This design comes from an exercise in tuning for small area on the open sky130 flow, not from production work.
Function was checked by simulation only, so behaviour that the tests miss may differ from the original.
The clock port is modelled as an ideal driver, which makes a skipped or thinned clock tree look cheaper than it is; a real chip needs a root buffer or a tree.
No activity file was given, so power comes from the tool's default toggle rates.

// FinalProject
module FinalProject (input clk, rst, pwr, key0, key1, sw5, sw4, sw3, sw2, sw1, sw0, output [0:6] hex0, hex1, hex2, hex3, hex4, hex5, output reg preheated, output reg done);
Settings: LEC_CHECK=0, CAP_MARGIN=20, CORE_MARGIN=2, CORE_UTILIZATION=60, PLACE_DENSITY=0.7, SLEW_MARGIN=20; clock period 200.0 ns.
standard.sh (not shown) runs the stock make flow with config.mk's settings and CLKGATE_MAP_FILE= SYNTH_SCRIPT=/design/flow/synth_recipe.tcl, a recipe that flattens the netlist after the stock synthesis.
==> flow/flow/run.sh <==
#!/bin/bash
# Own layout flow: the standard flow (standard.sh) with
#  - an area-oriented synthesis (my_synth.tcl: synth_recipe.tcl with a stronger ABC
#    script tried with several seeds, keeping the smallest, and no adder extraction;
#    registers are inferred exactly as standard),
#  - the smallest buffer cell for the port buffers,
#  - a smaller two-level clock tree (clock_tree.tcl, run after TritonCTS).
# Each make run's full output goes to its own log here; ORFS's per-step logs are
# under orfs/logs.
set -euo pipefail
W=$(pwd)
export ABC_SEEDS="0 1 2 3"
VARS=(SYNTH_SCRIPT="$W/flow/my_synth.tcl"
      BUFFER_PORTS_ARGS="-buffer_cell sky130_fd_sc_hd__buf_1"
      "CTS_ARGS=-sink_clustering_enable -repair_clock_nets -dont_use_dummy_load -buf_list {sky130_fd_sc_hd__clkbuf_4}"
      POST_CTS_TCL="$W/flow/clock_tree.tcl"
      CLK_LEAVES=4 CLK_LEAF_BUF=sky130_fd_sc_hd__clkbuf_8 CLK_ROOT_BUF=sky130_fd_sc_hd__clkbuf_4)
bash standard.sh "${VARS[@]}" synth > "$W/synth.log" 2>&1
bash standard.sh "${VARS[@]}" finish > "$W/layout.log" 2>&1
Other scripts of this flow, unchanged in this note and not shown: flow/flow/abc_area.script, flow/flow/clock_tree.tcl, flow/flow/my_synth.tcl
The first run finished with timing, DRC and antenna clean.
Edit:
--- a/flow/design.v
+++ b/flow/design.v
@@ -16,66 +16,53 @@
 			4'd0: seg = hex_0;
 			4'd1: seg = hex_1;
 			4'd2: seg = hex_2;
 			4'd3: seg = hex_3;
 			4'd4: seg = hex_4;
 			4'd5: seg = hex_5;
 			4'd6: seg = hex_6;
 			4'd7: seg = hex_7;
 			4'd8: seg = hex_8;
 			4'd9: seg = hex_9;
-			4'd10: seg = 7'b0010000;
-			4'd11: seg = 7'b0000100;
-			4'd12: seg = 7'b1011100;
-			4'd13: seg = 7'b1111100;
 			4'd14: seg = hex_dash;
 			default: seg = hex_blank;
 		endcase
 	endfunction
 	function [6:0] b2d(input [5:0] x);
 		reg [2:0] t;
 		reg [3:0] o;
 		begin
 			t = (x >= 6'd50) ? 3'd5 : (x >= 6'd40) ? 3'd4 : (x >= 6'd30) ? 3'd3 :
 			    (x >= 6'd20) ? 3'd2 : (x >= 6'd10) ? 3'd1 : 3'd0;
 			o = x[3:0] - {t[2:0], 1'b0} - {t[0], 3'b000};
 			b2d = {t, o};
 		end
 	endfunction
-	reg [2:0] u, w;
-	reg v;
-	wire u4 = u[2];    
-	wire temp_tick = u4 & ~v;
-	wire time_tick = u4 & w[2];    
-	always @(posedge clk) begin
-		if (rst) begin
-			u <= 0; v <= 0; w <= 0;
-		end else begin
-			u <= u4 ? 3'd0 : u + 3'd1;
-			if (u4) begin
-				v <= ~v;
-				w <= w[2] ? 3'd0 : w + 3'd1;
-			end
-		end
+	reg [5:0] c;
+	wire temp_tick = (c == 6'd4) | (c == 6'd14) | (c == 6'd24) | (c == 6'd34) | (c == 6'd44);
+	wire time_tick = (c == 6'd24) | (c == 6'd49);
+	always @(posedge clk) begin
+		if (rst | (c == 6'd49)) c <= 0;
+		else c <= c + 6'd1;
 	end
 	reg [5:0] wm;
 	reg [3:0] wq;
 	reg [2:0] ws;
 	always @(posedge clk) begin
 		if (rst) begin
 			wm <= 0; wq <= 0; ws <= 0;
 		end else if (time_tick) begin
-			if (ws[2]) begin    
+			if (ws == 3'd4) begin
 				ws <= 0;
-				if (wq[3] & wq[1] & wq[0]) begin    
+				if (wq == 4'd11) begin
 					wq <= 0;
-					wm <= (wm[5] & wm[4] & wm[3] & wm[1] & wm[0]) ? 6'd0 : wm + 6'd1;    
+					wm <= (wm == 6'd59) ? 6'd0 : wm + 6'd1;
 				end else
 					wq <= wq + 4'd1;
 			end else
 				ws <= ws + 3'd1;
 		end
 	end
 	reg k0o, k1o, f0, f1;  
 	always @(posedge clk) begin
 		if (rst) begin
 			k0o <= 1; k1o <= 1; f0 <= 0; f1 <= 0;
@@ -100,22 +87,21 @@
 		case (swv)
 			6'b000001: begin dT = 5'd1;  dm = 3'd0; dq = 3'd1; end
 			6'b000010: begin dT = 5'd2;  dm = 3'd0; dq = 3'd2; end
 			6'b000100: begin dT = 5'd5;  dm = 3'd0; dq = 3'd6; end
 			6'b001000: begin dT = 5'd10; dm = 3'd1; dq = 3'd0; end
 			6'b010000: begin dT = 5'd20; dm = 3'd5; dq = 3'd0; end
 			default:   begin dT = 5'd0;  dm = 3'd0; dq = 3'd0; end
 		endcase
 	end
 	wire tent = ~both & ~tdone;
-	wire t65 = ~tk[6] & ~tk[5] & ~tk[4] & ~tk[1];    
-	wire [6:0] t0 = t65 ? 7'd60 : tk;
+	wire [6:0] t0 = (tk == 7'd13) ? 7'd60 : tk;
 	wire [5:0] tstep = (tent & kinc) ? {1'b0, dT} : (tent & kdec) ? -{1'b0, dT} : 6'd0;
 	wire [7:0] tsum = {1'b0, t0} + {{2{tstep[5]}}, tstep};
 	wire [6:0] tnext = tsum[7] ? 7'd13 : (tsum >= 8'd100) ? 7'd100 : (tsum <= 8'd13) ? 7'd13 : tsum[6:0];
 	wire cinc = ~cdone & kinc;
 	wire cdn = cdone | kdec;
 	wire [2:0] dqe = cdone ? 3'd1 : dq;
 	wire [2:0] dme = cdone ? 3'd0 : dm;
 	wire [5:0] qs = cinc ? {3'b0, dqe} + cq : cdn ? {2'b0, cq} - {3'b0, dqe} : {2'b0, cq};   
 	wire qhi = ~qs[5] & (qs >= 6'd12);
 	wire [3:0] qn = qhi ? qs[3:0] - 4'd12 : qs[5] ? qs[3:0] + 4'd12 : qs[3:0];
@@ -156,32 +142,32 @@
 	wire heat = (~dg[6] & ~geq) | (geq & tf & (xo < 4'd5));
 	wire inband = tf ? (geq & (xo >= 4'd1) & (xo <= 4'd8))
 	                 : ((geq & (xo <= 4'd3)) | (g1 & (xo >= 4'd6)));
 	always @(posedge clk) begin
 		if (rst) begin
 			xg <= 6'd6; xo <= 4'd5; preheated <= 0;
 		end else if (temp_tick) begin
 			preheated <= tdone & inband;
 			if (tdone) begin
 				if (heat) begin
-					if (xo[3]) begin xo <= {3'b0, xo[0]}; xg <= xg + 6'd1; end    
+					if (xo >= 4'd8) begin xo <= xo - 4'd8; xg <= xg + 6'd1; end
 					else xo <= xo + 4'd2;
 				end else begin
 					if (xo == 4'd0) begin xo <= 4'd9; xg <= xg - 6'd1; end
 					else xo <= xo - 4'd1;
 				end
 			end
 		end
 	end
 	reg [2:0] rs;
 	wire run = preheated & cdone;
-	wire rs4 = rs[2];    
+	wire rs4 = (rs == 3'd4);
 	wire rs0 = (rs == 3'd0);
 	wire cdec = run & time_tick & rs4;
 	wire wrap = ({1'b0, wm} + cm + (wq + cq >= 5'd12) >= 7'd60);
 	always @(posedge clk) begin
 		if (rst | ~run) begin
 			done <= 0;
 			rs <= 0;
 		end else begin
 			if (rs0 & (czero | wrap)) done <= 1;
 			if (time_tick) rs <= rs4 ? 3'd0 : rs + 3'd1;
Routed wire length goes up by 4.6%.
Synthesized cell count goes up by 3.0%.
Worst setup slack gets worse by 0.36 ns.
Total power barely changes.
Maximum frequency goes down by 0.42%.
Global-route usage goes up by 0.57 points.
Critical path depth goes up by 2.
Cell area goes up by 1.8%.
Sequential power hardly moves.
First-iteration DRC count goes down by 5.7%.
Final cell count goes up by 4.7%.
Clock skew goes down by 0.0084 ns.
Worst hold slack gets better by 0.0059 ns.
In every run of this note, the design's own scripts or RTL, not TritonCTS, make the clock network.

## the baseline
FinalProject again, from the RTL that the note above started with.
==> flow/config.mk <==
export PLATFORM = sky130hd
export DESIGN_NAME = FinalProject
export DESIGN_NICKNAME = FinalProject
export VERILOG_FILES = /design/flow/design.v
export SDC_FILE = /design/flow/constraint.sdc
export NUM_CORES = 4
export LEC_CHECK = 0
export CAP_MARGIN = 20
export CORE_MARGIN = 2
export CORE_UTILIZATION = 60
export PLACE_DENSITY = 0.7
export SLEW_MARGIN = 20
==> flow/constraint.sdc <==
create_clock -name core_clock -period 200.0 [get_ports {clk}]
set_input_delay 40.0000 -clock core_clock [delete_from_list [all_inputs] [get_ports {clk}]]
set_output_delay 40.0000 -clock core_clock [all_outputs]
set_load 0.01 [all_outputs]
==> flow/flow/run.sh <==
#!/bin/bash
# Own layout flow: the standard flow (standard.sh) with
#  - an area-oriented synthesis (my_synth.tcl: synth_recipe.tcl with a stronger ABC
#    script tried with several seeds, keeping the smallest, and no adder extraction;
#    registers are inferred exactly as standard),
#  - the smallest buffer cell for the port buffers,
#  - a smaller two-level clock tree (clock_tree.tcl, run after TritonCTS): four
#    leaf buffers, each driving a quarter of the registers.
# Each make run's full output goes to its own log here; ORFS's per-step logs are
# under orfs/logs.
set -euo pipefail
W=$(pwd)
export ABC_SEEDS="0 1 2 3"
VARS=(SYNTH_SCRIPT="$W/flow/my_synth.tcl"
      BUFFER_PORTS_ARGS="-buffer_cell sky130_fd_sc_hd__buf_1"
      "CTS_ARGS=-sink_clustering_enable -repair_clock_nets -dont_use_dummy_load -buf_list {sky130_fd_sc_hd__clkbuf_4}"
      POST_CTS_TCL="$W/flow/clock_tree.tcl"
      CLK_LEAVES=4 CLK_LEAF_BUF=sky130_fd_sc_hd__clkbuf_8 CLK_ROOT_BUF=sky130_fd_sc_hd__clkbuf_4)
bash standard.sh "${VARS[@]}" synth > "$W/synth.log" 2>&1
bash standard.sh "${VARS[@]}" finish > "$W/layout.log" 2>&1
Other scripts of this flow, unchanged in this note and not shown: flow/flow/abc_area.script, flow/flow/clock_tree.tcl, flow/flow/my_synth.tcl
Setup changes, the baseline to the candidate
-- flow/design.v --
<<< the baseline, line 76
		end
	end
	reg k0o, k1o, f0, f1;  
	always @(posedge clk) begin
		if (rst) begin
			k0o <= 1; k1o <= 1; f0 <= 0; f1 <= 0;
		end else begin
			k0o <= key0; k1o <= key1;
			f0 <= ~key0 & k0o;
			f1 <= ~key1 & k1o;
		end
	end
	wire kinc = f0 & ~f1;
	wire kdec = f1 & ~f0;
>>> the candidate, line 76
		end
	end
	reg k0o, k1o, k0p, k1p;
	always @(posedge clk) begin
		k0p <= k0o; k1p <= k1o;
		if (rst) begin
			k0o <= 1; k1o <= 1;
		end else begin
			k0o <= key0; k1o <= key1;
		end
	end
	wire f0 = ~k0o & k0p;
	wire f1 = ~k1o & k1p;
	wire kinc = f0 & ~f1;
	wire kdec = f1 & ~f0;
## What came out
- Going from the baseline to the candidate, placed wire-length estimate after detailed placement +8.8%; global routing usage summed across all routing layers +2.4 points.
- Diff the baseline -> the candidate: combinational power share now sits lower, number of antenna violations at the first check in global routing now sits at about the same level.
- On synthesized cell count, the lower figure sits with the baseline, not the candidate.
- Against the baseline, the final cell area of the candidate is lower.
- Taking the baseline as the reference, in the candidate flip-flop and latch count after synthesis held steady; net count after synthesis has increased; via count higher; number of standard cells in the layout, taps in and fillers out +3; power per standard cell area shows a reduction of about 1.3%.
- Compared with the baseline, the candidate improves power dissipated in the clock network.
No run of this note takes its clock network from TritonCTS; it comes from the design's own scripts or RTL.

-- what the ideal ports hide --
In the flow no input, the clock included, has a driving cell. The finished layouts below were timed again as built, in two steps.
Step 1 (the two cells are an assumption about what drives the block):
set clk [get_ports {clk}]
set_driving_cell -lib_cell sky130_fd_sc_hd__clkbuf_16 $clk
set_driving_cell -lib_cell sky130_fd_sc_hd__buf_2 [delete_from_list [all_inputs] $clk]
Step 2, shift: input delay + t, output delay - t, t = (earliest + latest rising clock arrival at the registers) / 2. This alone moves slack from input paths to output paths.
Slacks: ideal / step 1 / step 2; pairs: ideal / step 1.
run	t (ns)	slack for setup (ns)	worst setup path at the end	clock arrival spread, ns	cell pins on the clock port's net
the first run of note 1	0.400	115.741 / 115.722 / 115.722	input to output	0.050 / 0.050	1
the second run of note 1	0.404	115.386 / 115.363 / 115.363	input to output	0.043 / 0.043	1
the baseline	0.414	115.771 / 115.752 / 115.752	input to output	0.019 / 0.019	1
the candidate	0.409	114.440 / 114.413 / 114.413	input to output	0.010 / 0.011	1
After both steps every run listed still meets setup and hold. The setup slack of the candidate, which loses most, moves by -0.027 ns with the drivers and by -0.027 ns with both steps.
